This design comes from an exercise in tuning for small area on the open sky130 flow, not from production work. At most, simulation tests tie the RTL to the original design; equivalence was not proved. The RTL of run 1 was laid out without a check of its function. The flow treats the clock pin as an ideal source, which a real chip does not have. No activity file was given, so power comes from the tool's default toggle rates.

==> flow/design.v <==
module rca #(parameter N = 8) (a, b, ci, s, co);
input  [N-1:0] a, b;
input          ci;
output [N-1:0] s;
output         co;
wire   [N:0]   c;
assign c[0] = ci;
genvar i;
generate for (i = 0; i < N; i = i + 1) begin : g
	assign s[i]   = a[i] ^ b[i] ^ c[i];
	assign c[i+1] = (a[i] & b[i]) | (c[i] & (a[i] ^ b[i]));
end endgenerate
assign co = c[N];
endmodule
module csa #(parameter N = 8) (a, b, c, s, cy);
input  [N-1:0] a, b, c;
output [N-1:0] s, cy;
assign s  = a ^ b ^ c;
assign cy = (a & b) | (c & (a ^ b));
endmodule
module inc #(parameter N = 8) (a, ci, s);
input  [N-1:0] a;
input          ci;
output [N-1:0] s;
wire   [N:0]   c;
assign c[0] = ci;
genvar i;
generate for (i = 0; i < N; i = i + 1) begin : g
	assign s[i]   = a[i] ^ c[i];
	assign c[i+1] = a[i] & c[i];
end endgenerate
endmodule
module ecg_tbase (clk, rst, spi, tick, tick_rise);
input  clk, rst;
output spi, tick, tick_rise;
reg [5:0] tb;
always @(posedge clk)
	if (rst) tb <= 6'd0;
	else     tb <= (tb == 6'd50) ? 6'd1 : tb + 6'd1;
assign spi  = (tb == 6'd10) | (tb == 6'd20) | (tb == 6'd30) |
              (tb == 6'd40) | (tb == 6'd50);
assign tick = (tb >= 6'd25) & (tb <= 6'd49);
assign tick_rise = (tb == 6'd25);
endmodule
module ecg_filt (clk, rst, sample_clk, adc_va, L);
input         clk, rst, sample_clk;
input  [13:0] adc_va;
output [19:0] L;
reg s_old;
wire ev = sample_clk & ~s_old;
reg  [19:0] Hb, Y, Lb, Mb;
reg  [10:0] T;
wire [10:0] Tb = ~T;
reg         hc;
wire [19:0] nvs = ~{{12{adc_va[13]}}, adc_va[13:6]};
wire [19:0] s1, c1, s2, c2;
csa #(20) u_h1 (.a(Y), .b(Hb), .c({adc_va, 6'b000001}), .s(s1), .cy(c1));
csa #(20) u_h2 (.a(s1), .b({c1[18:0], 1'b1}), .c(nvs), .s(s2), .cy(c2));
wire [13:0] Hn_lo;
wire [5:0]  Hn_hi;
wire        c14;
rca #(14) u_hlo (.a(s2[13:0]), .b({c2[12:0], 1'b0}), .ci(1'b0), .s(Hn_lo), .co(c14));
rca #(6)  u_hhi (.a(s2[19:14]), .b(c2[18:13]), .ci(1'b0), .s(Hn_hi), .co());
wire [5:0]  Hb_fix = Hb[19:14] - {5'd0, hc};
wire [19:0] Yn;
rca #(20) u_yn (.a(Y), .b({{11{Hb[19]}}, Hb[19:11]}), .ci(1'b1), .s(Yn), .co());
wire [13:0] z1, zc, Z;
csa #(14) u_z1 (.a(~{{2{Lb[19]}}, Lb[19:8]}), .b({{3{Tb[10]}}, Tb}), .c({{3{Hb[19]}}, Hb[19:9]}), .s(z1), .cy(zc));
rca #(14) u_z2 (.a(z1), .b({zc[12:0], 1'b1}), .ci(1'b1), .s(Z), .co());
wire [19:0] Mbn;
rca #(20) u_mn (.a(Lb), .b({{6{Z[13]}}, Z}), .ci(1'b0), .s(Mbn), .co());
assign L = ~Lb;
always @(posedge clk)
	if (rst) begin
		s_old <= 1'b0; hc <= 1'b0;
		Hb <= 20'hfffff; Y <= 20'd0;
		Lb <= 20'hfffff; Mb <= 20'hfffff; T <= 11'd0;
	end else begin
		s_old <= sample_clk;
		hc <= ev & c14;
		if (ev)
			Hb <= ~{Hn_hi, Hn_lo};
		else
			Hb[19:14] <= Hb_fix;
		if (ev) begin
			Y <= Yn;
			Lb <= Mb;
			Mb <= Mbn;
			T <= ~Hb[19:9];
		end
	end
endmodule
module ecg_beat (clk, rst, L, adc_vb, mono, bp);
input         clk, rst;
input  [19:0] L;
input  [13:0] adc_vb;
output        mono, bp;
wire [13:0] ca = {~L[19], L[18:6]};
wire [13:0] cb = {adc_vb[13], ~adc_vb[12:0]};
wire [14:0] cc;
assign cc[0] = |L[5:0];
genvar i;
generate for (i = 0; i < 14; i = i + 1) begin : g_cmp
	assign cc[i+1] = (ca[i] & cb[i]) | (cc[i] & (ca[i] | cb[i]));
end endgenerate
wire gt = cc[14];
reg overthr, ot_old, mono_old, bp;
reg  [12:0] mc;
wire mz   = (mc[11:0] == 12'd0);
wire trig = overthr & ~ot_old;
assign mono = mc[12] | ~mz;
always @(posedge clk)
	if (rst) begin
		overthr <= 1'b0; ot_old <= 1'b0; mono_old <= 1'b0;
		bp <= 1'b0; mc <= 13'd0;
	end else begin
		overthr <= gt;
		ot_old <= overthr;
		if (mz)
			mc <= trig ? 13'd3184 : 13'd0;
		else
			mc <= {mc[11:0], mc[12] ^ mc[3] ^ mc[2] ^ mc[0]};
		mono_old <= mono;
		if (mono & ~mono_old) bp <= ~bp;
	end
endmodule
module ecg_pcnt (clk, rst, clr, cedge, pc);
input         clk, rst, clr, cedge;
output [15:0] pc;
reg pend;
reg [7:0] c1, c2;
wire [7:0] c1n, c2n;
inc #(8) u_c1 (.a(c1), .ci(cedge), .s(c1n));
inc #(8) u_c2 (.a(c2), .ci(pend), .s(c2n));
always @(posedge clk)
	if (rst | clr) begin
		pend <= 1'b0; c1 <= 8'd0; c2 <= 8'd0;
	end else begin
		pend <= cedge & (&c1);
		c1 <= c1n;
		c2 <= c2n;
	end
assign pc = {c2, c1};
endmodule
module ecg_hrdiv (clk, rst, hev, pc, hr_bcd);
input         clk, rst, hev;
input  [15:0] pc;
output [11:0] hr_bcd;
reg [15:0] bper, mb;
reg [1:0]  qh, hh;
reg [3:0]  qt, qu, ht, hu;
reg        busy;
wire [15:0] mbx = hev ? ~16'd60000 : mb;
wire [15:0] dsum;
wire        brw;
rca #(16) u_div (.a(mbx), .b(bper), .ci(1'b0), .s(dsum), .co(brw));
wire [1:0] xh = hev ? 2'd0 : qh;
wire [3:0] xt = hev ? 4'd0 : qt;
wire [3:0] xu = hev ? 4'd0 : qu;
wire u9   = (xu == 4'd9);
wire t9   = (xt == 4'd9);
wire w255 = (xh == 2'd2) & (xt == 4'd5) & (xu == 4'd5);
wire act = hev | busy;
always @(posedge clk) begin
	if (hev) bper <= pc;
	mb <= dsum;
	busy <= act & ~brw;
	if (w255) begin
		qh <= 2'd0; qt <= 4'd0; qu <= 4'd0;
	end else begin
		qu <= u9 ? 4'd0 : xu + 4'd1;
		qt <= u9 ? (t9 ? 4'd0 : xt + 4'd1) : xt;
		qh <= (u9 & t9) ? xh + 2'd1 : xh;
	end
end
always @(posedge clk)
	if (rst) begin
		hh <= 2'd0; ht <= 4'd0; hu <= 4'd0;
	end else if (act & brw) begin
		hh <= xh; ht <= xt; hu <= xu;
	end
assign hr_bcd = {2'b00, hh, ht, hu};
endmodule
module ecg_hr (clk, rst, sample_clk, adc_va, adc_vb,
               spi_sck, dac_a, beat, led, hr_bcd);
input         clk;
input         rst;
input         sample_clk;
input  [13:0] adc_va;
input  [13:0] adc_vb;
output        spi_sck;
output [11:0] dac_a;
output        beat;
output [7:0]  led;
output [11:0] hr_bcd;
wire tick, tick_rise, mono, bp;
wire [19:0] L;
wire [15:0] pc;
ecg_tbase u_tb (.clk(clk), .rst(rst), .spi(spi_sck), .tick(tick), .tick_rise(tick_rise));
ecg_filt  u_f  (.clk(clk), .rst(rst), .sample_clk(sample_clk), .adc_va(adc_va), .L(L));
ecg_beat  u_b  (.clk(clk), .rst(rst), .L(L), .adc_vb(adc_vb), .mono(mono), .bp(bp));
reg nbp_old;
always @(posedge clk)
	if (rst) nbp_old <= 1'b0;
	else     nbp_old <= ~bp;
wire hev = ~bp & ~nbp_old;
wire cedge = bp & (tick_rise | (tick & nbp_old));
ecg_pcnt  u_pc (.clk(clk), .rst(rst), .clr(~mono & ~bp), .cedge(cedge), .pc(pc));
ecg_hrdiv u_hr (.clk(clk), .rst(rst), .hev(hev), .pc(pc), .hr_bcd(hr_bcd));
assign dac_a = {~L[19], L[18:8]};
assign beat  = mono;
assign led   = pc[9:2];
endmodule
==> flow/flow/run.sh <==
#!/bin/bash
# Layout flow.
#  1. the standard synthesis (bash standard.sh synth).
#  2. flow/polopt.py: full adders built on complemented signals where that
#     saves inverters; inverter and buffer chains collapsed.
#  3. Yosys/ABC area re-mapping of the plain logic gates only
#     (flow/abc_remap.script): registers, full and half adders and tie cells
#     are kept as they are (same instances, same names).
#  4. the standard layout from this netlist, with small port buffers
#     (buf_1) and a clock tree of clkbuf_4/clkbuf_8 cells without dummy loads.
# Each tool writes its full output to a log file here.
set -euo pipefail
LIB=$FLOW_HOME/platforms/sky130hd/lib/sky130_fd_sc_hd__tt_025C_1v80.lib
YOSYS=$(command -v yosys || echo "$FLOW_HOME/../tools/install/yosys/bin/yosys")
R=orfs/results/sky130hd/ecg_hr/base

bash standard.sh synth > synth.log 2>&1
cp $R/1_2_yosys.v 1_2_yosys.std.v
python3 flow/polopt.py 1_2_yosys.std.v net_pol.v > polopt.log 2>&1

DONT=$(sed -n '/DONT_USE_CELLS += /,/^#/p' $FLOW_HOME/platforms/sky130hd/config.mk | grep -o 'sky130_fd_sc_hd__[a-z0-9_]*' | sed 's/^/-dont_use /' | tr '\n' ' ')
KEEP="sky130_fd_sc_hd__fa_1 sky130_fd_sc_hd__fa_2 sky130_fd_sc_hd__fa_4 sky130_fd_sc_hd__ha_1 sky130_fd_sc_hd__ha_2 sky130_fd_sc_hd__ha_4 sky130_fd_sc_hd__dfxtp_1 sky130_fd_sc_hd__edfxtp_1 sky130_fd_sc_hd__conb_1"
cat > remap.ys <<EOY
read_liberty -ignore_miss_func $LIB
setattr -mod -set keep_hierarchy 1 $KEEP
read_verilog net_pol.v
hierarchy -top ecg_hr
flatten
opt -purge
abc -liberty $LIB $DONT -dont_use sky130_fd_sc_hd__fa_1 -dont_use sky130_fd_sc_hd__fa_2 -dont_use sky130_fd_sc_hd__fa_4 -dont_use sky130_fd_sc_hd__ha_1 -dont_use sky130_fd_sc_hd__ha_2 -dont_use sky130_fd_sc_hd__ha_4 -script $PWD/flow/abc_remap.script
opt_clean -purge
rename -hide w:_*_.*
splitnets
opt_clean -purge
insbuf -buf sky130_fd_sc_hd__buf_1 A X
select ecg_hr
write_verilog -noattr -nohex -nodec -selected net_remap.v
EOY
$YOSYS -s remap.ys > remap.log 2>&1
cp net_remap.v $R/1_2_yosys.v
rm -f $R/1_synth.odb
bash standard.sh \
  "BUFFER_PORTS_ARGS=-buffer_cell sky130_fd_sc_hd__buf_1" \
  "CTS_ARGS=-sink_clustering_enable -repair_clock_nets -dont_use_dummy_load -buf_list {sky130_fd_sc_hd__clkbuf_4 sky130_fd_sc_hd__clkbuf_8}" \
  "POST_CTS_TCL=$PWD/flow/clkdown.tcl" \
  finish > layout.log 2>&1
==> flow/flow/abc_remap.script <==
strash
&get -n
&dch -f
&nf -R 1000 -p
&put
strash
&get -n
&dch -f
&nf -R 1000 -p
&put
topo
stime -c
==> flow/flow/clkdown.tcl <==
# Run after clock tree synthesis (POST_CTS_TCL): each clkbuf_8 of the clock
# tree is tried as a clkbuf_4 and kept as one if the worst flip-flop clock-pin
# slew (placement parasitics) stays under the target.
proc my_clk_pin_worst_slew {} {
  set w 0
  foreach pin [all_registers -clock_pins -edge_triggered] {
    foreach edge {rise fall} {
      foreach a {min max} {
        set s [get_property $pin slew_${a}_$edge]
        set ps [expr {[sta::time_ui_sta $s] * 1e12}]
        if {$ps > $w} { set w $ps }
      }
    }
  }
  return $w
}
set target 115.0
estimate_parasitics -placement
puts "clkdown: worst clock-pin slew before [my_clk_pin_worst_slew] ps"
set n 0
foreach inst [get_cells *] {
  if {[get_property $inst ref_name] ne "sky130_fd_sc_hd__clkbuf_8"} { continue }
  replace_cell $inst sky130_fd_sc_hd__clkbuf_4
  estimate_parasitics -placement
  set w [my_clk_pin_worst_slew]
  if {$w > $target} {
    replace_cell $inst sky130_fd_sc_hd__clkbuf_8
    estimate_parasitics -placement
  } else {
    incr n
  }
}
puts "clkdown: $n clock buffers now clkbuf_4, worst clock-pin slew [my_clk_pin_worst_slew] ps"
==> flow/flow/polopt.py <==
#!/usr/bin/env python3
"""Inverter reduction on a mapped sky130hd netlist (one flat module).

Full adders are self-dual: complementing all three inputs complements both
outputs.  This pass chooses, for every fa cell, whether to build it on the
complemented signals, and for every xor/xnor cell which of the two to use, so
that as few inverters as possible are needed.  Inverter and buffer chains are
collapsed first; a single inverter per signal then provides its complement
where one is still needed.  Registers and every other cell are left as they
are.

usage: polopt2.py IN.v OUT.v
"""
import re
import sys
import collections

src = open(sys.argv[1]).read()
m = re.search(r'^(.*?\bmodule\b.*?;)(.*?)(\bendmodule\b.*)$', src, re.S)
head, body, tail = m.group(1), m.group(2), m.group(3)

# split body into declarations and instances
inst_re = re.compile(r'^\s*(sky130_fd_sc_hd__\w+)\s+(\S+)\s*\((.*?)\);\s*$', re.S | re.M)
insts = []
for mm in inst_re.finditer(body):
    typ, name, pb = mm.group(1), mm.group(2), mm.group(3)
    pins = [(p, n.strip()) for p, n in re.findall(r'\.(\w+)\(([^()]*)\)', pb)]
    insts.append({'type': typ[17:], 'name': name, 'pins': pins})
decl = inst_re.sub('', body)
if re.search(r'\bassign\b', decl):
    sys.exit('assign statements not supported')

OUT = {'X', 'Y', 'Q', 'Q_N', 'SUM', 'COUT', 'HI', 'LO'}
ports_out = set()
for mm in re.finditer(r'^\s*output\s+(\[(\d+):(\d+)\]\s*)?(\w+)\s*;', decl, re.M):
    if mm.group(1):
        hi, lo = int(mm.group(2)), int(mm.group(3))
        for i in range(min(hi, lo), max(hi, lo) + 1):
            ports_out.add('%s[%d]' % (mm.group(4), i))
    else:
        ports_out.add(mm.group(4))


def norm(n):
    return n[1:] if n.startswith('\\') else n


def is_inv(t): return re.match(r'(inv|clkinv)_\d+$', t) is not None
def is_buf(t): return re.match(r'(buf|clkbuf)_\d+$', t) is not None
def is_fa(t): return re.match(r'fa_\d+$', t) is not None
def is_xor(t): return re.match(r'x(n)?or[23]_\d+$', t) is not None


drv = {}
for i, c in enumerate(insts):
    for p, n in c['pins']:
        if p in OUT:
            drv[n] = (i, p)

memo = {}


def base(n):
    """(base net, parity) of net n through inverter and buffer chains."""
    if n in memo:
        return memo[n]
    d = drv.get(n)
    r = (n, 0)
    if d is not None:
        c = insts[d[0]]
        if is_inv(c['type']) or is_buf(c['type']):
            a = dict(c['pins'])['A']
            if a != 'clk':
                b, p = base(a)
                r = (b, p ^ (1 if is_inv(c['type']) else 0))
    memo[n] = r
    return r


chain = set(i for i, c in enumerate(insts)
            if (is_inv(c['type']) or is_buf(c['type'])) and dict(c['pins'])['A'] != 'clk')
# an output port driven by a chain cell keeps that cell (its input is rewired)
keep = set()
for n in ports_out:
    d = drv.get(n)
    if d is not None and d[0] in chain:
        keep.add(d[0])

fa = [i for i, c in enumerate(insts) if is_fa(c['type'])]
faset = set(fa)
xo = set(i for i, c in enumerate(insts) if is_xor(c['type']))
# fa cells whose outputs are output ports stay as they are
fixed = set(i for i in fa if any(n in ports_out for p, n in insts[i]['pins'] if p in OUT))

# consumers: (cell index, pin, base, parity) ; chain cells other than kept ones vanish
cons = collections.defaultdict(list)
for i, c in enumerate(insts):
    if i in chain and i not in keep:
        continue
    for p, n in c['pins']:
        if p in OUT or p == 'CLK':
            continue
        if i in keep:
            b, par = base(n)
            cons[b].append((i, p, par))
            continue
        b, par = base(n)
        cons[b].append((i, p, par))
for n in ports_out:
    d = drv.get(n)
    if d is None or d[0] not in chain:
        b, par = base(n)
        cons[b].append((None, n, par))

flip = {i: 0 for i in fa}
xpol = {}  # xor cell index -> output polarity chosen (0 as mapped)


def provided(b):
    d = drv.get(b)
    if d is None:
        return 0
    if d[0] in faset:
        return flip[d[0]]
    if d[0] in xo:
        return xpol.get(d[0], 0)
    return 0


def need(b, i, par):
    if i is not None and i in faset:
        return par ^ flip[i]
    if i is not None and i in xo:
        return None  # any polarity
    return par


def cost(b):
    pv = provided(b)
    ns = set(need(b, i, par) for i, p, par in cons[b])
    ns.discard(None)
    return 1 if any(x != pv for x in ns) else 0


touch = {i: set() for i in fa}
for i in fa:
    for p, n in insts[i]['pins']:
        if p in OUT:
            touch[i].add(n)
        elif p != 'CLK':
            touch[i].add(base(n)[0])
# bases touched by xor inputs matter for xor output choice only via its output
allb = set(cons.keys())


def xor_choose():
    for i in xo:
        outn = [n for p, n in insts[i]['pins'] if p in OUT][0]
        if outn in ports_out:
            xpol[i] = 0
            continue
        ns = [need(outn, j, par) for j, p, par in cons[outn]]
        ns = [x for x in ns if x is not None]
        xpol[i] = 1 if ns and all(x == 1 for x in ns) else 0


xor_choose()
before = sum(cost(b) for b in allb)


def descend():
    for it in range(50):
        changed = False
        for i in fa:
            if i in fixed:
                continue
            tb = set(touch[i])
            c0 = sum(cost(b) for b in tb)
            flip[i] ^= 1
            c1 = sum(cost(b) for b in tb)
            if c1 < c0:
                changed = True
            else:
                flip[i] ^= 1
        xor_choose()
        if not changed:
            break
    return sum(cost(b) for b in allb)


import random
rng = random.Random(1)
best = descend()
bestflip = dict(flip)
for restart in range(200):
    # perturb: flip a random connected group of full adders around a seed
    flip.update(bestflip)
    seed = rng.choice(fa)
    group = {seed}
    for _ in range(rng.randint(1, 12)):
        j = rng.choice(list(group))
        nb = [k for b in touch[j] for k in fa if b in touch[k]] if False else None
        cand = [k for k in fa if touch[k] & touch[j]]
        group.add(rng.choice(cand))
    for j in group:
        if j not in fixed:
            flip[j] ^= 1
    xor_choose()
    c = descend()
    if c < best:
        best = c
        bestflip = dict(flip)
flip.update(bestflip)
xor_choose()
after = sum(cost(b) for b in allb)

# ---------------------------------------------------------------- rewrite
newwires = []
newinsts = []
cnt = [0]


pfx = 'pol'
while re.search(r'\b' + pfx + r'_[ni]\d', src):
    pfx += 'x'


def fresh():
    cnt[0] += 1
    n = pfx + '_n%d' % cnt[0]
    newwires.append(n)
    return n


netfor = {}  # (base, polarity) -> net


def get_net(b, pol):
    key = (b, pol)
    if key in netfor:
        return netfor[key]
    pv = provided(b)
    if pol == pv:
        raise RuntimeError('provided net missing for %s' % b)
    src = netfor[(b, pv)]
    if pol == 0:
        n = b  # the true value keeps the original name
    else:
        n = fresh()
    cnt[0] += 1
    newinsts.append(('inv_1', pfx + '_i%d' % cnt[0], [('A', src), ('Y', n)]))
    netfor[key] = n
    return n


# provided nets
for b in allb | set(drv.keys()):
    d = drv.get(b)
    if d is not None and d[0] in chain:
        continue
    pv = provided(b)
    if pv == 0:
        netfor[(b, 0)] = b
    else:
        netfor[(b, 1)] = fresh()
# inputs (no driver)
for b in allb:
    if b not in drv:
        netfor[(b, 0)] = b

out = []
for i, c in enumerate(insts):
    if i in chain and i not in keep:
        continue
    t = c['type']
    pins = []
    for p, n in c['pins']:
        if p == 'CLK':
            pins.append((p, n))
        elif p in OUT:
            if i in keep:
                pins.append((p, n))
            elif (i in faset and flip[i]) or (i in xo and xpol.get(i, 0)):
                pins.append((p, netfor[(n, 1)]))
            else:
                pins.append((p, n))
        else:
            b, par = base(n)
            if i in keep:
                pins.append((p, get_net(b, par)))
            elif i in faset:
                pins.append((p, get_net(b, par ^ flip[i])))
            elif i in xo:
                pv = provided(b)
                pins.append((p, get_net(b, pv)))
            else:
                pins.append((p, get_net(b, par)))
    if i in xo:
        # parity of the input complements taken, plus the chosen output polarity
        flips = 0
        for p, n in c['pins']:
            if p in OUT or p == 'CLK':
                continue
            b, par = base(n)
            flips ^= par ^ provided(b)
        flips ^= xpol.get(i, 0)
        if flips:
            mm2 = re.match(r'x(n?)or([23])_(\d+)$', t)
            t = ('xor' if mm2.group(1) else 'xnor') + mm2.group(2) + '_' + mm2.group(3)
            if mm2.group(2) == '2':
                op = 'X' if t.startswith('xor') else 'Y'
                pins = [((op if p in ('X', 'Y') else p), n) for p, n in pins]
    out.append((t, c['name'], pins))
# output ports read straight from a base
for b in allb:
    for i, p, par in cons[b]:
        if i is None:
            if netfor.get((b, par)) != p:
                n = get_net(b, par)
                if n != p:
                    cnt[0] += 1
                    newinsts.append(('buf_1', pfx + '_b%d' % cnt[0], [('A', n), ('X', p)]))

# half and full adders with an unused output become smaller gates
allc = out + newinsts
used = collections.Counter()
for t, name, pins in allc:
    for p, n in pins:
        if p not in OUT:
            used[n] += 1
for n in ports_out:
    used[n] += 1
shrunk = 0
for k, (t, name, pins) in enumerate(allc):
    d = dict(pins)
    if re.match(r'ha_\d+$', t):
        if used[d['SUM']] == 0:
            allc[k] = ('and2_1', name, [('A', d['A']), ('B', d['B']), ('X', d['COUT'])])
            shrunk += 1
        elif used[d['COUT']] == 0:
            allc[k] = ('xor2_1', name, [('A', d['A']), ('B', d['B']), ('X', d['SUM'])])
            shrunk += 1
    elif re.match(r'fa_\d+$', t):
        if used[d['SUM']] == 0:
            allc[k] = ('maj3_1', name, [('A', d['A']), ('B', d['B']), ('C', d['CIN']), ('X', d['COUT'])])
            shrunk += 1

lines = []
for t, name, pins in allc:
    pl = ',\n'.join('    .%s(%s%s)' % (p, n, ' ' if n.startswith('\\') else '') for p, n in pins)
    lines.append('  sky130_fd_sc_hd__%s %s (\n%s\n  );\n' % (t, name, pl))
wdecl = ''.join('  wire %s;\n' % w for w in newwires)
decl_lines = decl.rstrip() + '\n' + wdecl
open(sys.argv[2], 'w').write(head + decl_lines + ''.join(lines) + tail)
nin = sum(1 for c in insts if is_inv(c['type']))
nbuf = sum(1 for c in insts if is_buf(c['type']))
nin2 = sum(1 for t, n, p in out + newinsts if is_inv(t))
nbuf2 = sum(1 for t, n, p in out + newinsts if is_buf(t))
sys.stderr.write('polopt: cost %d -> %d, inverters %d -> %d, buffers %d -> %d, fa flipped %d, adders shrunk %d\n'
                 % (before, after, nin, nin2, nbuf, nbuf2, sum(flip.values()), shrunk))
==> flow/standard.sh <==
#!/bin/bash
# synth_recipe.tcl (not shown) runs the flow's synth.tcl, then flattens the netlist and writes it again
# the make line also repeats each setting of config.mk as NAME=value (left out here)
make -C /OpenROAD-flow-scripts/flow DESIGN_CONFIG=/design/flow/config.mk WORK_HOME=/design/flow/orfs CLKGATE_MAP_FILE= SYNTH_SCRIPT=/design/flow/synth_recipe.tcl "${@:-finish}"
==> flow/config.mk <==
export PLATFORM = sky130hd
export DESIGN_NAME = ecg_hr
export DESIGN_NICKNAME = ecg_hr
export VERILOG_FILES = /design/flow/design.v
export SDC_FILE = /design/flow/constraint.sdc
export NUM_CORES = 4
export LEC_CHECK = 0
export ABC_AREA = 1
export CAP_MARGIN = 20
export CORE_MARGIN = 2
export CORE_UTILIZATION = 70
export PLACE_DENSITY = 0.8
export SLEW_MARGIN = 20
==> flow/constraint.sdc <==
create_clock -name core_clock -period 10.0 [get_ports {clk}]
set_input_delay 2.0000 -clock core_clock [delete_from_list [all_inputs] [get_ports {clk}]]
set_output_delay 2.0000 -clock core_clock [all_outputs]
set_load 0.01 [all_outputs]
==> run_results.csv, run 1 <==
group,metric,value,unit
floorplanning,die_x,117.2,µm
global_route,grt_max_degree,57,
worst_setup_path,crit_path_start_kind,"flip-flop",
floorplanning,fp.dieArea,0.01375,mm²
worst_setup_path,crit_path_max_fanout,3,
placement,place_area,0.009494,mm²
sta,slew_headroom,0.3543,
sta,rsz0062_at_grt,"false",
route,vias,5788,
power_and_ir_drop,p_per_area,304.4,mW/mm²
worst_setup_path,reg2reg_from,"u_f.Hb[10]",
min_path,whs_endpoint,"u_hr.bper[10]",
synth,yosys_warnings,6,
route,drt-vias-per-instance,5.652,
sta,fmax,104.6,MHz
clock_tree,clkSlewWorstSetupHoldPaths,0.08,ns
min_path,hold_depth,0,
floorplanning,num_rows,41,
route,drc,0,
worst_setup_path,slowest_stage,"fa_1",
power_and_ir_drop,leakagePower,3.739,nW
worst_setup_path,arrival,10.02,ns
synth,syn_inst,765,
clock_tree,clock_sinks,187,
layout,fin_area,0.009693,mm²
worst_setup_path,max_stage_delay,0.46,ns
global_route,grt_overflow,0,
worst_setup_path,required,10.46,ns
placement,post-dp-hpwl,12980,µm
route,wl_per_cell,16.60,µm
floorplanning,core_area,0.01257,mm²
layout,nets,1037,
run,drv_cap,0,
global_route,grt.total_usage,0.2751,
worst_setup_path,r2r-end,"u_f.Mb[19]",
sta,hold_violations,0,
sta,skew,0.03578,ns
global_route,antenna_found_initial,1,
worst_setup_path,cp-end-kind,"flip-flop",
route,final_antenna_net_count,0,
run_status,status,"timing/DRC/antenna clean",
placement,place.gp.congestion,0.8498,
worst_setup_path,crit_path_frequent_cell,"fa_1",
floorplanning,num_io_pins,65,
clock_tree,cts_tree,"yes",
sta,fin_crit_sh,0.9561,
worst_setup_path,ff2ff_setup_slack,0.44,ns
floorplanning,die_h,117.2,µm
global_route,grt_pass1_vias,6153,
layout,fin_util,0.7712,
sta,finalMaxSlewViolations,0,
synth,syn_area,0.008977,mm²
route,drt_iter0_drc,359,
sta,worst_slew_pin_slew,0.9666,ns
worst_setup_path,rr_worst_depth,24,
sta,period_minus_slack,9.561,ns
min_path,hp-start,"u_pc.c2[2]",
route,finalWirelength,17000,µm
layout,syn2layout_area_growth,7.972,%
min_path,hp-class,"flip-flop to flip-flop",
global_route,grt_pass1_wl,28410,µm
clock_tree,clk_latency,0.60,ns
sta,setup_tns,0,ns
route,dr.pass1.iters,4,
layout,drive_gt1_frac,0.03290,
sta,setup_viol,0,
synth,syn_area_per_cell,11.74,µm²
power_and_ir_drop,ir_drop,0.2610,mV
placement,placement.io_buffers,62,
worst_setup_path,crit_type,"flip-flop to flip-flop",
worst_setup_path,cp_cell_sequence,"clkinv_1 > fa_1 > ha_1 > fa_1 > fa_1 > fa_1 > fa_1 > fa_1 > fa_1 > fa_1 > fa_1 > fa_1 > fa_1 > fa_1 > fa_1 > fa_1 > fa_1 > fa_1 > fa_1 > fa_1 > fa_1 > xor2_1 > xnor2_1 > o21ai_0",
floorplanning,initial_core_util,0.7143,
## cell type report
class | count | area [µm²]
diodes | 1 | 2.502
clock buffers | 17 | 196.4
fillers | 823 | 2875
inverters | 54 | 202.7
multi-input cells | 524 | 4886
flip-flops and latches | 187 | 3904
well taps | 172 | 215.2
repair buffers | 69 | 286.5
## layout by cell type (no fill, tap or decap), types with 3 or more instances in the layout
| cell type | n |
|---|---|
| o22ai_1 | 9 |
| a22oi_1 | 11 |
| and3_1 | 4 |
| dfxtp_1 | 171 |
| xnor2_1 | 11 |
| ha_1 | 32 |
| nor4_1 | 5 |
| a211oi_1 | 7 |
| nor3_1 | 13 |
| nand3_1 | 6 |
| o21ai_0 | 26 |
| nand2_1 | 26 |
| nor2b_1 | 13 |
| clkbuf_8 | 11 |
| nor2_1 | 85 |
| clkinv_1 | 53 |
| xor2_1 | 7 |
| nand2b_1 | 14 |
| buf_1 | 61 |
| edfxtp_1 | 16 |
| nor3b_1 | 3 |
| clkbuf_4 | 6 |
| o22a_1 | 3 |
| and2_0 | 27 |
| buf_4 | 7 |
| fa_1 | 121 |
| a22o_1 | 18 |
| a21oi_1 | 60 |
| nand4_1 | 5 |
## routing by layer
metal	share of wire	track usage	vias up
met4	0.029	0.1090	0
li1	-	-	2744
met1	0.41	0.3403	2862
met3	0.042	0.06591	35
met2	0.52	0.4693	147
met5	0	0	-
## per-stage QoR
step	worst slack, ns	hold WS (ns)	instances	total power [mW]
final	0.4395	0.4414	1024	2.950
after global routing	0.01283	0.4613	1024	3.264
after detailed placement	0.3957	0.4287	1006	2.648
after global placement	0.5786	0.4200	1006	2.517
after floorplan	0.7067	0.4148	766	2.218
## how the worst max path moves through the flow
stage                           from          to  slack, ns
after floorplan            u_f.Lb[8]  u_f.Mb[19]       0.71
after global placement     u_f.Lb[8]  u_f.Mb[19]       0.58
after detailed placement   u_f.Lb[8]  u_f.Mb[19]       0.40
after global routing      u_f.Hb[10]  u_f.Mb[19]       0.01
final                     u_f.Hb[10]  u_f.Mb[19]       0.44
## flip-flops by register name (all words and copies together), names as in the netlist, 11 cells and up
register   count
u_b.mc        13
u_f.Hb        20
u_f.Lb        20
u_f.Mb        20
u_f.T         11
u_f.Y         20
u_hr.bper     16
u_hr.mb       16
## worst max-delay path, delay by kind of cell (launching register included)
family / cells / cell delay [ns]
xor gates and xnor gates: 2 / 0.35
DFF: 1 / 0.38
adders and majority gates: 20 / 8.52
buffers and inverters: 1 / 0.11
AOI/OAI and AO/OA: 1 / 0.08
## report_power, final
group	internal, mW	switching, mW	leakage [nW]
combinational	0.717	0.818	2.07
clock	0.124	0.220	0.107
sequential	0.950	0.122	1.57
==> run 2: changes to the inputs <==
--- a/flow/design.v
+++ b/flow/design.v
@@ -109,18 +109,20 @@
 wire mz   = (mc[11:0] == 12'd0);
 wire trig = overthr & ~ot_old;
 assign mono = mc[12] | ~mz;
+always @(posedge clk) begin
+	ot_old <= overthr;
+	mono_old <= mono;
+end
 always @(posedge clk)
 	if (rst) begin
-		overthr <= 1'b0; ot_old <= 1'b0; mono_old <= 1'b0;
+		overthr <= 1'b0;
 		bp <= 1'b0; mc <= 13'd0;
 	end else begin
 		overthr <= gt;
-		ot_old <= overthr;
 		if (mz)
 			mc <= trig ? 13'd3184 : 13'd0;
 		else
 			mc <= {mc[11:0], mc[12] ^ mc[3] ^ mc[2] ^ mc[0]};
-		mono_old <= mono;
 		if (mono & ~mono_old) bp <= ~bp;
 	end
 endmodule
==> run_results.csv, run 2 <==
group,metric,value,unit
run_status,status,"timing/DRC/antenna clean",
power_and_ir_drop,p_per_area,299.4,mW/mm²
synth,yosys_warnings,6,
power_and_ir_drop,internal_power,1.768,mW
sta,worst_slew_pin_slew,0.8506,ns
clock_tree,clk_latency,0.59,ns
layout,final_cell_mix,"170 x dfxtp_1, 120 x fa_1, 86 x nor2_1, 62 x a21oi_1, 61 x buf_1",
floorplanning,num_rows,41,
route,drt-vias-per-instance,5.636,
route,final_antenna_net_count,0,
route,finalWirelength,16750,µm
worst_setup_path,crit_path_max_fanout,3,
sta,slew_headroom,0.4329,
placement,place_area,0.009490,mm²
worst_setup_path,required,10.46,ns
min_path,hp-class,"flip-flop to flip-flop",
floorplanning,initial_core_util,0.7146,
route,dr.pass1.iters,5,
placement,post-dp-hpwl,12680,µm
synth,syn_inst,764,
power_and_ir_drop,ir_drop,0.2170,mV
power_and_ir_drop,seqPwrFrac,0.369,
route,drt_iter0_drc,418,
sta,fin_crit_sh,0.9556,
layout,drive_gt1_frac,0.03534,
global_route,grt.total_usage,0.2733,
clock_tree,clock_sinks,187,
worst_setup_path,crit_path_start_kind,"flip-flop",
global_route,grt_max_degree,56,
worst_setup_path,cp-end-kind,"flip-flop",
power_and_ir_drop,switching_share,0.3905,
floorplanning,die_h,117.3,µm
global_route,grt_pass1_wl,28520,µm
floorplanning,core_area,0.01257,mm²
layout,fin_area,0.009687,mm²
sta,hold_violations,0,
power_and_ir_drop,combPwrFrac,0.514,
route,wl_per_cell,16.40,µm
sta,skew,0.03512,ns
route,vias,5754,
global_route,grt_pass1_vias,6006,
sta,setup_viol,0,
layout,fillers,863,
clock_tree,clkSlewWorstSetupHoldPaths,0.10,ns
route,drc,0,
worst_setup_path,crit_type,"flip-flop to flip-flop",
clock_tree,cts_tree,"yes",
worst_setup_path,ff2ff_setup_slack,0.44,ns
power_and_ir_drop,p_clk_frac,0.118,
floorplanning,die_x,117.3,µm
power_and_ir_drop,leakagePower,3.740,nW
sta,finalMaxSlewViolations,0,
layout,n_antenna_cell,0,
run,drv_cap,0,
floorplanning,num_io_pins,65,
placement,place.gp.congestion,0.8886,
layout,nets,1035,
global_route,grt_overflow,0,
synth,syn_area_per_cell,11.76,µm²
floorplanning,fp.dieArea,0.01375,mm²
placement,placement.io_buffers,62,
global_route,antenna_found_initial,0,
synth,syn_area,0.008981,mm²
sta,setup_tns,0,ns
sta,period_minus_slack,9.556,ns
layout,layout_commonest_cell,"dfxtp_1",
sta,fmax,104.6,MHz
power_and_ir_drop,p_sw,1.132,mW
worst_setup_path,arrival,10.01,ns
sta,rsz0062_at_grt,"false",
layout,syn2layout_area_growth,7.857,%
run 2: power groups by stage:
stage	sequential, mW	combinational (mW)	clock, mW
5_1_grt	1.09	1.76	0.371
2_1_floorplan	1.07	1.13	0
3_3_place_gp	1.08	1.40	0
3_5_place_dp	1.09	1.51	0
6_report	1.07	1.49	0.341
run 2: worst max-delay path, stage by stage (launching register included):
cell	delay (ns)
dfxtp_2	0.36
clkinv_1	0.09
fa_1	0.46
ha_1	0.34
fa_1	0.45
fa_1	0.42
fa_1	0.43
fa_1	0.42
fa_1	0.42
fa_1	0.43
fa_2	0.38
fa_1	0.43
fa_1	0.44
fa_1	0.42
fa_1	0.42
fa_1	0.42
fa_1	0.43
fa_1	0.42
fa_1	0.43
fa_1	0.43
fa_1	0.43
fa_1	0.42
xnor2_1	0.16
a21oi_1	0.17
o21ai_0	0.10
o21a_1	0.13
run 2: metrics by stage:
stage | utilization | hold slack (ns) | setup slack (ns) | instances | total power [mW]
floorplan | - | 0.3228 | 0.6170 | 765 | 2.196
global placement | 0.7551 | 0.3322 | 0.5054 | 1004 | 2.473
detailed placement | 0.7551 | 0.3342 | 0.2499 | 1004 | 2.594
global route | 0.7707 | 0.3584 | 0.01449 | 1021 | 3.230
finish | 0.7707 | 0.3524 | 0.4439 | 1021 | 2.900
run 2: worst paths after layout:
path	start	endpoint	cells after the start
max reg2reg	u_f.Hb[10]	u_f.Mb[19]	25
min	u_b.overthr	u_b.ot_old	0
min reg2reg	u_b.overthr	u_b.ot_old	0
max	u_f.Hb[10]	u_f.Mb[19]	25
run 2: area by class of cell:
cell class                      count  area [µm²]  share of cell area
Tap cell                          172       215.2             0.02222
Timing Repair Buffer               68       279.0             0.02880
Inverter                           55       206.4             0.02131
Multi-Input combinational cell    522        4891              0.5049
Sequential cell                   187        3905              0.4031
Clock buffer                       17       190.2             0.01963
run 2: metal layers:
metal  wire length, µm  global-route usage
met1              7530              0.3927
met2              8051              0.4268
met3               946             0.05561
met4               221             0.08549
met5                 0                   0
==> run 3: changes to the inputs <==
--- a/flow/flow/clkdown.tcl
+++ b/flow/flow/clkdown.tcl
@@ -14,7 +14,7 @@
   }
   return $w
 }
-set target 115.0
+set target 120.0
 estimate_parasitics -placement
 puts "clkdown: worst clock-pin slew before [my_clk_pin_worst_slew] ps"
 set n 0
--- a/flow/config.mk
+++ b/flow/config.mk
@@ -8,6 +8,6 @@
 export ABC_AREA = 1
 export CAP_MARGIN = 20
 export CORE_MARGIN = 2
-export CORE_UTILIZATION = 70
-export PLACE_DENSITY = 0.8
+export CORE_UTILIZATION = 75
+export PLACE_DENSITY = 0.85
 export SLEW_MARGIN = 20
==> run_results.csv, run 3 <==
group,metric,value,unit
power_and_ir_drop,p_sw,1.179,mW
synth,syn_area,0.008981,mm²
power_and_ir_drop,switching_share,0.3973,
worst_setup_path,arrival,10.07,ns
sta,fmax,104.6,MHz
sta,rsz0062_at_grt,"false",
global_route,grt.total_usage,0.3164,
layout,n_antenna_cell,0,
worst_setup_path,required,10.51,ns
worst_setup_path,crit_cells,23,
route,finalWirelength,17950,µm
layout,layout_commonest_cell,"dfxtp_1",
power_and_ir_drop,internal_power,1.788,mW
layout,drive_gt1_frac,0.03769,
run,drv_cap,0,
worst_setup_path,path_buf_inv,2,
floorplanning,fp.dieArea,0.01287,mm²
power_and_ir_drop,p_per_area,307.3,mW/mm²
worst_setup_path,crit_family,"adder cells",
route,vias,5938,
clock_tree,clock_sinks,187,
clock_tree,cts_tree,"yes",
sta,setup_tns,0,ns
sta,period_minus_slack,9.560,ns
layout,nets,1035,
sta,skew,0.04024,ns
power_and_ir_drop,leakagePower,3.736,nW
placement,place.gp.congestion,0.9083,
worst_setup_path,rr_worst_depth,23,
worst_setup_path,crit_path_frequent_cell,"fa_1",
layout,multi_input_area,0.004901,mm²
route,drt_iter0_drc,515,
worst_setup_path,slowest_stage,"fa_1",
placement,post-dp-hpwl,13390,µm
sta,fin_crit_sh,0.9560,
sta,finalMaxSlewViolations,0,
floorplanning,num_io_pins,65,
layout,fin_area,0.009653,mm²
worst_setup_path,cp-end-kind,"flip-flop",
layout,syn2layout_area_growth,7.481,%
global_route,grt_max_degree,56,
clock_tree,clkSlewWorstSetupHoldPaths,0.11,ns
min_path,hp-class,"flip-flop to flip-flop",
floorplanning,core_area,0.01156,mm²
worst_setup_path,cp_cell_sequence,"clkinv_1 > ha_1 > clkinv_1 > fa_1 > fa_1 > fa_1 > fa_1 > fa_1 > fa_1 > fa_1 > fa_1 > fa_1 > fa_1 > fa_1 > fa_1 > fa_1 > fa_1 > fa_1 > fa_1 > fa_1 > fa_1 > xor2_1 > a211oi_2",
placement,placement.io_buffers,62,
layout,final_cell_mix,"171 x dfxtp_1, 118 x fa_1, 86 x nor2_1, 62 x a21oi_1, 61 x buf_1",
worst_setup_path,crit_path_start_kind,"flip-flop",
worst_setup_path,max_stage_delay,0.50,ns
power_and_ir_drop,finalPower,2.967,mW
route,wl_per_cell,18.09,µm
global_route,antenna_found_initial,0,
floorplanning,die_x,113.4,µm
floorplanning,die_h,113.4,µm
min_path,hold_depth,0,
sta,worst_slew_pin_slew,0.8453,ns
run_status,status,"timing/DRC/antenna clean",
floorplanning,initial_core_util,0.7766,
worst_setup_path,ff2ff_setup_slack,0.44,ns
global_route,grt_pass1_vias,6466,
route,final_antenna_net_count,0,
power_and_ir_drop,seqPwrFrac,0.362,
layout,fillers,671,
floorplanning,num_rows,39,
worst_setup_path,crit_type,"flip-flop to flip-flop",
route,drt-vias-per-instance,5.986,
global_route,grt_pass1_wl,31130,µm
worst_setup_path,crit_path_max_fanout,3,
route,dr.pass1.iters,5,
global_route,grt_overflow,0,
synth,yosys_warnings,6,
placement,place_area,0.009454,mm²
clock_tree,clk_latency,0.61,ns
layout,regArea,0.003904,mm²
sta,setup_viol,0,
sta,hold_violations,0,
synth,syn_area_per_cell,11.76,µm²
power_and_ir_drop,combPwrFrac,0.525,
power_and_ir_drop,p_clk_frac,0.113,
synth,syn_inst,764,
power_and_ir_drop,ir_drop,0.2344,mV
sta,slew_headroom,0.4365,
route,drc,0,
run 3: worst reg2reg max path, stage by stage, from the launching register on:
cell and delay, ns:
dfxtp_1 0.35, clkinv_1 0.11, ha_1 0.17, clkinv_1 0.08, fa_1 0.45, fa_1 0.46, fa_1 0.46, fa_1 0.48
fa_1 0.46, fa_1 0.46, fa_1 0.47, fa_1 0.50, fa_1 0.47, fa_1 0.46, fa_1 0.48, fa_1 0.49
fa_1 0.48, fa_1 0.46, fa_1 0.46, fa_1 0.46, fa_1 0.45, fa_1 0.44, xor2_1 0.18, a211oi_2 0.23
run 3: final timing paths:
path	start	to
max	u_f.Hb[11]	u_f.Y[19]
min	u_b.overthr	u_b.ot_old
max reg2reg	u_f.Hb[11]	u_f.Y[19]
min reg2reg	u_b.overthr	u_b.ot_old
run 3: stage by stage:
step                      cells  setup slack [ns]  hold slack [ns]  utilization
after global placement      975            0.5073           0.3321       0.8175
after global routing        992           0.03673           0.3795       0.8347
final                       992            0.4396           0.3725       0.8347
after floorplan             765            0.6170           0.3228            -
after detailed placement    975            0.1986           0.3512       0.8175
run 3: power groups by stage:
| stage | Sequential, mW | Clock (mW) | Combinational (mW) |
|---|---|---|---|
| final | 1.07 | 0.336 | 1.56 |
| after global routing | 1.10 | 0.367 | 1.83 |
| after global placement | 1.07 | 0 | 1.39 |
| after floorplan | 1.07 | 0 | 1.13 |
| after detailed placement | 1.09 | 0 | 1.54 |
run 3: per-layer routing:
layer  part of all wire  global-route usage  wire length [µm]  vias up
li1                   -                   -                 -     2723
met1               0.40              0.4124              7251     2943
met2               0.50              0.5170              8986      240
met3              0.080             0.09617              1431       32
met4              0.015              0.1033               275        0
met5                  0                   0                 0        -
run 3: layout make-up:
| type | instances | area share |
|---|---|---|
| clock buffers | 17 | 0.01905 |
| flip-flops and latches | 187 | 0.4044 |
| inverters | 55 | 0.02139 |
| well taps | 143 | 0.01854 |
| repair buffers | 68 | 0.02890 |
| multi-input cells | 522 | 0.5077 |
==> run 4: changes to the inputs <==
--- a/flow/flow/clkdown.tcl
+++ b/flow/flow/clkdown.tcl
@@ -14,7 +14,7 @@
   }
   return $w
 }
-set target 120.0
+set target 115.0
 estimate_parasitics -placement
 puts "clkdown: worst clock-pin slew before [my_clk_pin_worst_slew] ps"
 set n 0
--- a/flow/config.mk
+++ b/flow/config.mk
@@ -8,6 +8,6 @@
 export ABC_AREA = 1
 export CAP_MARGIN = 20
 export CORE_MARGIN = 2
-export CORE_UTILIZATION = 75
-export PLACE_DENSITY = 0.85
+export CORE_UTILIZATION = 80
+export PLACE_DENSITY = 0.9
 export SLEW_MARGIN = 20
==> run_results.csv, run 4 <==
group,metric,value,unit
worst_setup_path,crit_type,"flip-flop to flip-flop",
sta,rsz0062_at_grt,"false",
sta,setup_tns,0,ns
sta,skew,0.04078,ns
sta,fmax,103.9,MHz
floorplanning,num_io_pins,65,
run_status,status,"timing/DRC/antenna clean",
route,final_antenna_net_count,0,
route,finalWirelength,20360,µm
layout,layout_commonest_cell,"dfxtp_1",
floorplanning,core_area,0.01089,mm²
global_route,grtUsageMet2,0.6161,
sta,setup_viol,0,
floorplanning,num_rows,38,
global_route,grt.total_usage,0.3736,
layout,nets,1034,
layout,drive_gt1_frac,0.03892,
global_route,grt_use_met3,0.08892,
run,drv_cap,0,
worst_setup_path,arrival,10.13,ns
power_and_ir_drop,seqPwrFrac,0.357,
power_and_ir_drop,p_clk_frac,0.111,
clock_tree,cts_tree,"yes",
power_and_ir_drop,leakagePower,3.730,nW
sta,period_minus_slack,9.626,ns
global_route,grt_max_degree,56,
layout,fin_util,0.8855,
min_path,hp-class,"flip-flop to flip-flop",
clock_tree,clock_sinks,187,
global_route,gr-usage-met1,0.4652,
global_route,grt_pass1_wl,32860,µm
route,drt_iter0_drc,619,
sta,finalMaxSlewViolations,0,
layout,n_antenna_cell,0,
floorplanning,die_h,110.0,µm
route,drt-vias-per-instance,6.364,
clock_tree,clkSlewWorstSetupHoldPaths,0.11,ns
power_and_ir_drop,p_sw,1.253,mW
sta,worst_slew_pin_slew,0.8608,ns
placement,post-dp-hpwl,14650,µm
sta,hold_violations,0,
synth,syn_inst,764,
global_route,grt_pass1_vias,6604,
floorplanning,fp.dieArea,0.01209,mm²
power_and_ir_drop,ir_drop,0.2325,mV
clock_tree,clk_latency,0.60,ns
sta,fin_crit_sh,0.9626,
global_route,grt_overflow,0,
synth,syn_area_per_cell,11.76,µm²
floorplanning,die_x,110.0,µm
route,dr.pass1.iters,8,
floorplanning,initial_core_util,0.8249,
worst_setup_path,crit_path_max_fanout,3,
worst_setup_path,cp-end-kind,"flip-flop",
sta,slew_headroom,0.4253,
layout,final_cell_mix,"169 x dfxtp_1, 117 x fa_1, 86 x nor2_1, 62 x a21oi_1, 61 x buf_1",
route,vias,6288,
synth,yosys_warnings,6,
worst_setup_path,crit_path_start_kind,"flip-flop",
route,drc,0,
route,wl_per_cell,20.60,µm
layout,syn2layout_area_growth,7.356,%
worst_setup_path,required,10.50,ns
placement,place.gp.congestion,0.9134,
global_route,antenna_found_initial,0,
power_and_ir_drop,p_per_area,318.4,mW/mm²
power_and_ir_drop,internal_power,1.817,mW
synth,syn_area,0.008981,mm²
placement,placement.io_buffers,62,
power_and_ir_drop,finalPower,3.070,mW
global_route,busiest_layer,"met2",
power_and_ir_drop,combPwrFrac,0.532,
power_and_ir_drop,switching_share,0.4082,
-- run 4: final timing paths --
check | from | to | slack, ns | depth (start not counted)
setup reg to reg | u_f.Hb[11] | u_f.Y[19] | 0.37 | 23
setup / recovery | u_f.Hb[11] | u_f.Y[19] | 0.37 | 23
hold reg to reg | u_b.overthr | u_b.ot_old | 0.36 | 0
hold / removal | u_b.overthr | u_b.ot_old | 0.36 | 0
-- run 4: per-stage QoR --
stage | worst slack (ns) | cell area (µm²) | hold WS [ns] | std cells
floorplan | 0.6170 | 8985 | 0.3228 | 765
global placement | 0.5085 | 9443 | 0.3344 | 971
detailed placement | 0.1778 | 9443 | 0.3474 | 971
global route | 0.01520 | 9642 | 0.3706 | 988
finish | 0.3738 | 9642 | 0.3587 | 988
-- run 4: worst max-delay path: stages, from the launching register on --
cell,delay (ns)
dfxtp_1,0.36
clkinv_1,0.10
ha_1,0.17
clkinv_1,0.10
fa_1,0.45
fa_1,0.46
fa_1,0.46
fa_1,0.46
fa_1,0.49
fa_1,0.47
fa_1,0.48
fa_2,0.45
fa_1,0.48
fa_1,0.46
fa_1,0.47
fa_1,0.46
fa_1,0.46
fa_1,0.47
fa_1,0.49
fa_1,0.47
fa_1,0.47
fa_1,0.44
xor2_1,0.17
a211oi_1,0.25
-- run 4: layout make-up --
| class | instances | area, µm² |
|---|---|---|
| flip-flops and latches | 187 | 3906 |
| well taps | 140 | 175.2 |
| fillers | 470 | 1246 |
| clock buffers | 17 | 183.9 |
| multi-input cells | 522 | 4898 |
| inverters | 55 | 206.4 |
| repair buffers | 67 | 271.5 |
-- run 4: power groups by stage --
stage	Sequential, mW	Clock, mW	Combinational (mW)
2_1_floorplan	1.07	0	1.13
3_3_place_gp	1.09	0	1.37
3_5_place_dp	1.10	0	1.58
5_1_grt	1.12	0.366	1.83
6_report	1.10	0.340	1.63
-- run 4: per-layer routing --
layer	vias up	routed length (µm)	part of all wire
met5	-	0	0
met4	0	922	0.045
met3	104	1630	0.080
met2	367	10310	0.51
met1	3093	7497	0.37
li1	2724	-	-
==> run 5: changes to the inputs <==
--- a/flow/flow/run.sh
+++ b/flow/flow/run.sh
@@ -4,7 +4,7 @@
 #  2. flow/polopt.py: full adders built on complemented signals where that
 #     saves inverters; inverter and buffer chains collapsed.
 #  3. Yosys/ABC area re-mapping of the plain logic gates only
-#     (flow/abc_remap.script): registers, full and half adders and tie cells
+#     (flow/abc_remap.script): registers, full adders and tie cells
 #     are kept as they are (same instances, same names).
 #  4. the standard layout from this netlist, with small port buffers
 #     (buf_1) and a clock tree of clkbuf_4/clkbuf_8 cells without dummy loads.
@@ -19,7 +19,7 @@
 python3 flow/polopt.py 1_2_yosys.std.v net_pol.v > polopt.log 2>&1
 
 DONT=$(sed -n '/DONT_USE_CELLS += /,/^#/p' $FLOW_HOME/platforms/sky130hd/config.mk | grep -o 'sky130_fd_sc_hd__[a-z0-9_]*' | sed 's/^/-dont_use /' | tr '\n' ' ')
-KEEP="sky130_fd_sc_hd__fa_1 sky130_fd_sc_hd__fa_2 sky130_fd_sc_hd__fa_4 sky130_fd_sc_hd__ha_1 sky130_fd_sc_hd__ha_2 sky130_fd_sc_hd__ha_4 sky130_fd_sc_hd__dfxtp_1 sky130_fd_sc_hd__edfxtp_1 sky130_fd_sc_hd__conb_1"
+KEEP="sky130_fd_sc_hd__fa_1 sky130_fd_sc_hd__fa_2 sky130_fd_sc_hd__fa_4 sky130_fd_sc_hd__dfxtp_1 sky130_fd_sc_hd__edfxtp_1 sky130_fd_sc_hd__conb_1"
 cat > remap.ys <<EOY
 read_liberty -ignore_miss_func $LIB
 setattr -mod -set keep_hierarchy 1 $KEEP
--- a/flow/config.mk
+++ b/flow/config.mk
@@ -8,6 +8,6 @@
 export ABC_AREA = 1
 export CAP_MARGIN = 20
 export CORE_MARGIN = 2
-export CORE_UTILIZATION = 80
-export PLACE_DENSITY = 0.9
+export CORE_UTILIZATION = 70
+export PLACE_DENSITY = 0.8
 export SLEW_MARGIN = 20
==> run_results.csv, run 5 <==
group,metric,value,unit
placement,post-dp-hpwl,12770,µm
sta,period_minus_slack,9.512,ns
route,vias,6052,
clock_tree,cts_tree,"yes",
placement,place_ws,0.3375,ns
placement,placement.io_buffers,62,
run,drv_cap,0,
worst_setup_path,cp_cell_sequence,"clkinv_1 > fa_1 > nor2b_2 > fa_1 > fa_1 > fa_1 > fa_1 > fa_1 > fa_1 > fa_1 > fa_1 > fa_1 > fa_1 > fa_1 > fa_1 > fa_1 > fa_1 > fa_1 > fa_1 > fa_2 > fa_1 > xor2_1 > xnor2_1 > o22ai_1",
sta,slew_headroom,0.3867,
sta,skew,0.04260,ns
worst_setup_path,crit_path_max_fanout,3,
floorplanning,num_rows,41,
power_and_ir_drop,ir_drop,0.2034,mV
clock_tree,clock_sinks,187,
power_and_ir_drop,p_per_area,312.0,mW/mm²
route,drc,0,
layout,nets,1023,
sta,finalMaxSlewViolations,0,
worst_setup_path,crit_path_frequent_cell,"fa_1",
route,drt-vias-per-instance,5.808,
route,wl_per_cell,16.50,µm
sta,fin_ws,0.4876,ns
layout,drive_gt1_frac,0.03913,
global_route,grt_pass1_vias,6175,
layout,syn2layout_area_growth,8.226,%
placement,place.gp.congestion,0.8050,
worst_setup_path,max_stage_delay,0.51,ns
global_route,grt_max_degree,60,
sta,worst_slew_pin_slew,0.9181,ns
worst_setup_path,required,10.45,ns
floorplanning,num_io_pins,65,
global_route,grt.total_usage,0.2777,
floorplanning,die_h,116.5,µm
power_and_ir_drop,finalPower,2.990,mW
sta,fin_crit_sh,0.9512,
layout,layout_commonest_cell,"dfxtp_1",
synth,syn_area,0.008852,mm²
clock_tree,clk_latency,0.61,ns
sta,rsz0062_at_grt,"false",
power_and_ir_drop,leakagePower,3.563,nW
global_route,grt_overflow,0,
sta,setup_tns,0,ns
worst_setup_path,crit_path_start_kind,"flip-flop",
route,finalWirelength,17200,µm
route,final_antenna_net_count,0,
clock_tree,clkSlewWorstSetupHoldPaths,0.12,ns
floorplanning,initial_core_util,0.7101,
worst_setup_path,arrival,9.96,ns
global_route,grt_pass1_wl,28530,µm
floorplanning,core_area,0.01247,mm²
floorplanning,die_x,116.5,µm
worst_setup_path,crit_type,"flip-flop to flip-flop",
min_path,hp-class,"flip-flop to flip-flop",
layout,final_cell_mix,"169 x dfxtp_1, 120 x fa_1, 104 x nor2_1, 72 x a21oi_1, 61 x buf_1",
sta,fmax,105.1,MHz
worst_setup_path,slowest_stage,"fa_1",
sta,hold_violations,0,
synth,syn_inst,783,
route,drt_iter0_drc,473,
synth,yosys_warnings,6,
worst_setup_path,ff2ff_setup_slack,0.49,ns
worst_setup_path,cp-end-kind,"flip-flop",
run_status,status,"timing/DRC/antenna clean",
synth,syn_area_per_cell,11.31,µm²
global_route,antenna_found_initial,1,
sta,setup_viol,0,
floorplanning,fp.dieArea,0.01356,mm²
route,dr.pass1.iters,5,
[run 5: layout make-up]
type / instances / area, µm²
tap: 172 / 215.2
sequential: 187 / 3906
multi-input combinational: 552 / 4808
clock buffer: 17 / 196.4
timing repair buffer: 69 / 286.5
fill: 847 / 2885
antenna: 1 / 2.502
inverter: 44 / 165.2
[run 5: report_power, final]
group / switching (mW) / total (mW) / internal (mW)
logic: 0.816 / 1.54 / 0.728
registers: 0.148 / 1.10 / 0.954
clock network: 0.220 / 0.344 / 0.124
total: 1.18 / 2.99 / 1.81
[run 5: critical path, delay by kind of cell, from the launching register on]
family / cells / cell delay, ns
XOR/XNOR: 2 / 0.39
AO/OA/AOI/OAI: 1 / 0.10
adder cells (fa/ha/maj): 19 / 8.22
AND/OR/NAND/NOR: 1 / 0.16
buffers and inverters: 1 / 0.09
flip-flops: 1 / 0.37
[run 5: routing by layer]
metal	wire length [µm]	GRT usage	share of wire	up-vias
met2	8856	0.4771	0.52	166
met4	363	0.09921	0.021	0
met3	854	0.06902	0.050	27
li1	-	-	-	2840
met5	0	0	0	-
met1	7121	0.3447	0.41	3019
[run 5: path summary, 6_finish.rpt]
| check | start | cells after the start | end |
|---|---|---|---|
| max | u_f.Hb[10] | 24 | u_f.Mb[19] |
| min | u_b.overthr | 0 | u_b.ot_old |
| max reg2reg | u_f.Hb[10] | 24 | u_f.Mb[19] |
| min reg2reg | u_b.overthr | 0 | u_b.ot_old |
[run 5: through the flow]
stage                 util  instance area (µm²)  hold WS, ns  instances
global placement    0.7516                 9369       0.3339       1024
floorplan                -                 8856       0.3228        784
finish              0.7685                 9580       0.3616       1042
global route        0.7685                 9580       0.3742       1042
detailed placement  0.7516                 9369       0.3511       1024
==> run 6: changes to the inputs <==
==> flow/flow/clkdown.tcl (replaced) <==
# Run after clock tree synthesis (POST_CTS_TCL): each clock-tree buffer is
# tried one size smaller (clkbuf_8 -> clkbuf_4 -> clkbuf_2) and kept smaller
# while the worst flip-flop clock-pin slew (placement parasitics) stays under
# the target.
proc my_clk_pin_worst_slew {} {
  set w 0
  foreach pin [all_registers -clock_pins -edge_triggered] {
    foreach edge {rise fall} {
      foreach a {min max} {
        set s [get_property $pin slew_${a}_$edge]
        set ps [expr {[sta::time_ui_sta $s] * 1e12}]
        if {$ps > $w} { set w $ps }
      }
    }
  }
  return $w
}
set target 115.0
set smaller [dict create sky130_fd_sc_hd__clkbuf_8 sky130_fd_sc_hd__clkbuf_4 \
                         sky130_fd_sc_hd__clkbuf_4 sky130_fd_sc_hd__clkbuf_2]
estimate_parasitics -placement
puts "clkdown: worst clock-pin slew before [my_clk_pin_worst_slew] ps"
set n 0
foreach pass {1 2} {
  foreach inst [get_cells *] {
    set ref [get_property $inst ref_name]
    if {![dict exists $smaller $ref]} { continue }
    set net [get_nets -of_objects [get_pins -of_objects $inst -filter "direction == output"]]
    if {![string match "clknet*" [get_full_name $net]]} { continue }
    replace_cell $inst [dict get $smaller $ref]
    estimate_parasitics -placement
    if {[my_clk_pin_worst_slew] > $target} {
      replace_cell $inst $ref
      estimate_parasitics -placement
    } else {
      incr n
    }
  }
}
puts "clkdown: $n clock buffer downsizings, worst clock-pin slew [my_clk_pin_worst_slew] ps"
==> run_results.csv, run 6 <==
group,metric,value,unit
global_route,antenna_found_initial,1,
clock_tree,cts_tree,"yes",
layout,syn2layout_area_growth,8.014,%
route,vias,6053,
worst_setup_path,crit_path_start_kind,"flip-flop",
route,final_antenna_net_count,0,
sta,setup_tns,0,ns
clock_tree,clk_latency,0.60,ns
power_and_ir_drop,p_per_area,311.7,mW/mm²
worst_setup_path,arrival,9.96,ns
synth,syn_area,0.008852,mm²
placement,place.gp.congestion,0.8050,
synth,syn_inst,783,
clock_tree,clock_sinks,187,
sta,finalMaxSlewViolations,0,
layout,nets,1023,
floorplanning,num_io_pins,65,
placement,placement.io_buffers,62,
run_status,status,"timing/DRC/antenna clean",
worst_setup_path,required,10.44,ns
sta,fin_crit_sh,0.9529,
layout,layout_commonest_cell,"dfxtp_1",
layout,final_cell_mix,"170 x dfxtp_1, 121 x fa_1, 104 x nor2_1, 72 x a21oi_1, 61 x buf_1",
worst_setup_path,rr_worst_depth,24,
clock_tree,clkSlewWorstSetupHoldPaths,0.11,ns
layout,drive_gt1_frac,0.03567,
synth,yosys_warnings,6,
sta,timing.hold.ws,0.3584,ns
route,top_layer_used,"met4",
route,wl_per_cell,16.36,µm
sta,fin_ws,0.4706,ns
power_and_ir_drop,leakagePower,3.558,nW
global_route,grt_max_degree,60,
floorplanning,die_h,116.5,µm
placement,place_area,0.009369,mm²
min_path,hp-class,"flip-flop to flip-flop",
route,met2_length,8746,µm
route,dr.pass1.iters,4,
worst_setup_path,crit_path_frequent_cell,"fa_1",
min_path,hold_depth,0,
route,drt-vias-per-instance,5.809,
floorplanning,core_area,0.01247,mm²
sta,worst_slew_pin_slew,0.9462,ns
route,met3_length,791,µm
route,finalWirelength,17050,µm
placement,post-dp-hpwl,12740,µm
worst_setup_path,crit_path_max_fanout,3,
floorplanning,initial_core_util,0.7101,
power_and_ir_drop,ir_drop,0.2255,mV
floorplanning,die_x,116.5,µm
worst_setup_path,cp_cell_sequence,"clkinv_1 > fa_1 > nor2b_1 > fa_1 > fa_1 > fa_1 > fa_1 > fa_1 > fa_1 > fa_1 > fa_1 > fa_1 > fa_1 > fa_1 > fa_1 > fa_1 > fa_1 > fa_1 > fa_1 > fa_1 > fa_1 > xor2_1 > xnor2_1 > o22ai_1",
worst_setup_path,path_buf_inv,1,
global_route,grt_overflow,0,
worst_setup_path,crit_family,"adder cells",
floorplanning,num_rows,41,
worst_setup_path,slowest_stage,"fa_1",
floorplanning,fp.dieArea,0.01356,mm²
sta,rsz0062_at_grt,"false",
global_route,grt.total_usage,0.2772,
route,wirelength_met1,7131,µm
worst_setup_path,crit_type,"flip-flop to flip-flop",
placement,place_ws,0.3514,ns
sta,fmax,104.9,MHz
run,drv_cap,0,
worst_setup_path,crit_cells,24,
worst_setup_path,max_stage_delay,0.51,ns
sta,skew,0.04360,ns
global_route,grt_pass1_vias,6242,
global_route,grt_pass1_wl,28630,µm
sta,period_minus_slack,9.529,ns
worst_setup_path,cp-end-kind,"flip-flop",
sta,hold_violations,0,
layout,fin_area,0.009562,mm²
route,drt_iter0_drc,501,
synth,syn_area_per_cell,11.31,µm²
sta,setup_viol,0,
sta,slew_headroom,0.3679,
route,drc,0,
run 6: layout make-up:
class	instances	area [µm²]
antenna	1	2.502
clock buffer	17	183.9
fill	863	2904
inverter	44	165.2
multi-input combinational	552	4803
sequential	187	3905
tap	172	215.2
timing repair buffer	69	286.5
run 6: path summary, 6_finish.rpt:
kind                from    endpoint  slack [ns]
min reg2reg  u_b.overthr  u_b.ot_old        0.36
min          u_b.overthr  u_b.ot_old        0.36
max reg2reg   u_f.Hb[10]  u_f.Mb[19]        0.47
max           u_f.Hb[10]  u_f.Mb[19]        0.47
run 6: through the flow:
| step | instances | power (mW) | util |
|---|---|---|---|
| 3_5_place_dp | 1024 | 2.675 | 0.7516 |
| 5_1_grt | 1042 | 3.306 | 0.7670 |
| 3_3_place_gp | 1024 | 2.560 | 0.7516 |
| 2_1_floorplan | 784 | 2.268 | - |
| 6_report | 1042 | 2.980 | 0.7670 |
run 6: per-layer routing:
| layer | up-vias | track usage |
|---|---|---|
| li1 | 2838 | - |
| met1 | 3008 | 0.3482 |
| met2 | 178 | 0.4698 |
| met3 | 29 | 0.05708 |
| met4 | 0 | 0.1214 |
| met5 | - | 0 |
run 6: power by group:
group | leakage [nW] | switching (mW) | total [mW] | internal (mW)
Clock | 0.102 | 0.218 | 0.333 | 0.116
Combinational | 1.89 | 0.817 | 1.55 | 0.730
Sequential | 1.57 | 0.147 | 1.10 | 0.953
==> run 7: changes to the inputs <==
--- a/flow/flow/clkdown.tcl
+++ b/flow/flow/clkdown.tcl
@@ -15,7 +15,7 @@
   }
   return $w
 }
-set target 115.0
+set target 112.0
 set smaller [dict create sky130_fd_sc_hd__clkbuf_8 sky130_fd_sc_hd__clkbuf_4 \
                          sky130_fd_sc_hd__clkbuf_4 sky130_fd_sc_hd__clkbuf_2]
 estimate_parasitics -placement
==> run_results.csv, run 7 <==
group,metric,value,unit
run_status,status,"timing/DRC/antenna clean",
floorplanning,num_io_pins,65,
route,dr.pass1.iters,7,
worst_setup_path,required,10.68,ns
layout,fillers,865,
synth,syn_inst,783,
global_route,grt_pass1_vias,6191,
power_and_ir_drop,p_sw,1.185,mW
layout,nets,1023,
layout,syn2layout_area_growth,8.226,%
sta,timing.hold.ws,0.3610,ns
layout,fin_util,0.7685,
worst_setup_path,cp-end-kind,"flip-flop",
floorplanning,initial_core_util,0.7101,
worst_setup_path,crit_path_max_fanout,5,
worst_setup_path,crit_path_start_kind,"flip-flop",
layout,fin_area,0.009580,mm²
sta,setup_viol,0,
floorplanning,core_area,0.01247,mm²
sta,slew_headroom,0.3848,
synth,yosys_warnings,6,
layout,final_cells,1043,
clock_tree,clkSlewWorstSetupHoldPaths,0.09,ns
placement,placement.io_buffers,62,
worst_setup_path,arrival,10.23,ns
synth,syn_area_per_cell,11.31,µm²
power_and_ir_drop,switching_share,0.3957,
power_and_ir_drop,combPwrFrac,0.516,
clock_tree,cts_tree,"yes",
clock_tree,clk_latency,0.83,ns
power_and_ir_drop,internal_power,1.810,mW
layout,layout_commonest_cell,"dfxtp_1",
sta,fmax,104.7,MHz
route,drc,0,
worst_setup_path,crit_type,"flip-flop to flip-flop",
global_route,grt_overflow,0,
floorplanning,die_x,116.5,µm
power_and_ir_drop,p_per_area,312.7,mW/mm²
synth,syn_area,0.008852,mm²
layout,drive_gt1_frac,0.03567,
power_and_ir_drop,seqPwrFrac,0.367,
route,vias,6029,
sta,setup_tns,0,ns
sta,finalMaxSlewViolations,0,
placement,post-dp-hpwl,12730,µm
route,drt_iter0_drc,422,
route,drt-vias-per-instance,5.780,
global_route,grt.total_usage,0.2793,
global_route,grt_pass1_wl,28710,µm
min_path,hp-class,"flip-flop to flip-flop",
floorplanning,num_rows,41,
power_and_ir_drop,leakagePower,3.566,nW
sta,hold_violations,0,
route,final_antenna_net_count,0,
power_and_ir_drop,p_clk_frac,0.117,
global_route,antenna_found_initial,1,
run,drv_cap,0,
route,finalWirelength,17120,µm
sta,period_minus_slack,9.548,ns
sta,skew,0.03700,ns
power_and_ir_drop,ir_drop,0.2061,mV
floorplanning,fp.dieArea,0.01356,mm²
global_route,grt_max_degree,60,
placement,place.gp.congestion,0.8050,
placement,dp.cells,1024,
layout,final_cell_mix,"170 x dfxtp_1, 121 x fa_1, 104 x nor2_1, 72 x a21oi_1, 61 x buf_1",
placement,place_area,0.009369,mm²
route,wl_per_cell,16.41,µm
sta,rsz0062_at_grt,"false",
floorplanning,die_h,116.5,µm
sta,worst_slew_pin_slew,0.9209,ns
clock_tree,clock_sinks,187,
sta,fin_crit_sh,0.9548,
[run 7: power groups by stage]
stage                     registers (mW)  logic, mW  clock network [mW]
after global placement              1.11       1.45                   0
after global routing                1.13       1.81               0.386
after floorplan                     1.09       1.18                   0
final                               1.10       1.55               0.349
after detailed placement            1.12       1.56                   0
[run 7: final timing paths]
check	from	to	slack (ns)	depth (start not counted)
setup reg to reg	u_f.Hb[11]	u_f.Mb[19]	0.45	23
setup / recovery	u_f.Hb[11]	u_f.Mb[19]	0.45	23
hold reg to reg	u_b.overthr	u_b.ot_old	0.36	0
hold / removal	u_b.overthr	u_b.ot_old	0.36	0
[run 7: through the flow]
| stage | setup WS [ns] | power [mW] |
|---|---|---|
| detailed placement | 0.3403 | 2.681 |
| global route | 0.0007701 | 3.319 |
| finish | 0.4518 | 2.996 |
| floorplan | 0.6811 | 2.268 |
| global placement | 0.6128 | 2.560 |
[run 7: layout make-up]
cell class | instances | area (µm²) | share of cell area
Antenna cell | 2 | 5.005 | 0.0005224
Tap cell | 172 | 215.2 | 0.02246
Inverter | 44 | 165.2 | 0.01724
Sequential cell | 187 | 3905 | 0.4076
Multi-Input combinational cell | 552 | 4803 | 0.5014
Clock buffer | 17 | 200.2 | 0.02090
Timing Repair Buffer | 69 | 286.5 | 0.02991
[run 7: per-layer routing]
layer,vias up,share of wire,global-route usage
met1,2990,0.41,0.3487
met3,29,0.050,0.06435
met5,-,0,0
met2,176,0.52,0.4764
li1,2834,-,-
met4,0,0.023,0.1103
[run 7: worst max-delay path, cell delays in order, from the launching register on]
cell and delay [ns]:
dfxtp_1 0.45, clkinv_1 0.16, fa_1 0.49, fa_1 0.52
fa_1 0.45, fa_1 0.43, fa_1 0.44, fa_1 0.43
fa_1 0.42, fa_1 0.43, fa_1 0.43, fa_1 0.42
fa_1 0.43, fa_1 0.42, fa_1 0.42, fa_1 0.42
fa_1 0.44, fa_1 0.44, fa_1 0.43, fa_1 0.44
fa_1 0.41, xor2_1 0.18, xnor2_1 0.20, o22ai_1 0.10

Check on run 7: ideal ports give 0.452 ns setup slack; a clkbuf_16 on the clock port and buf_2 on the inputs give 0.452 ns; moving port delays by the midpoint clock arrival (0.851 ns) as well gives 0.452 ns.
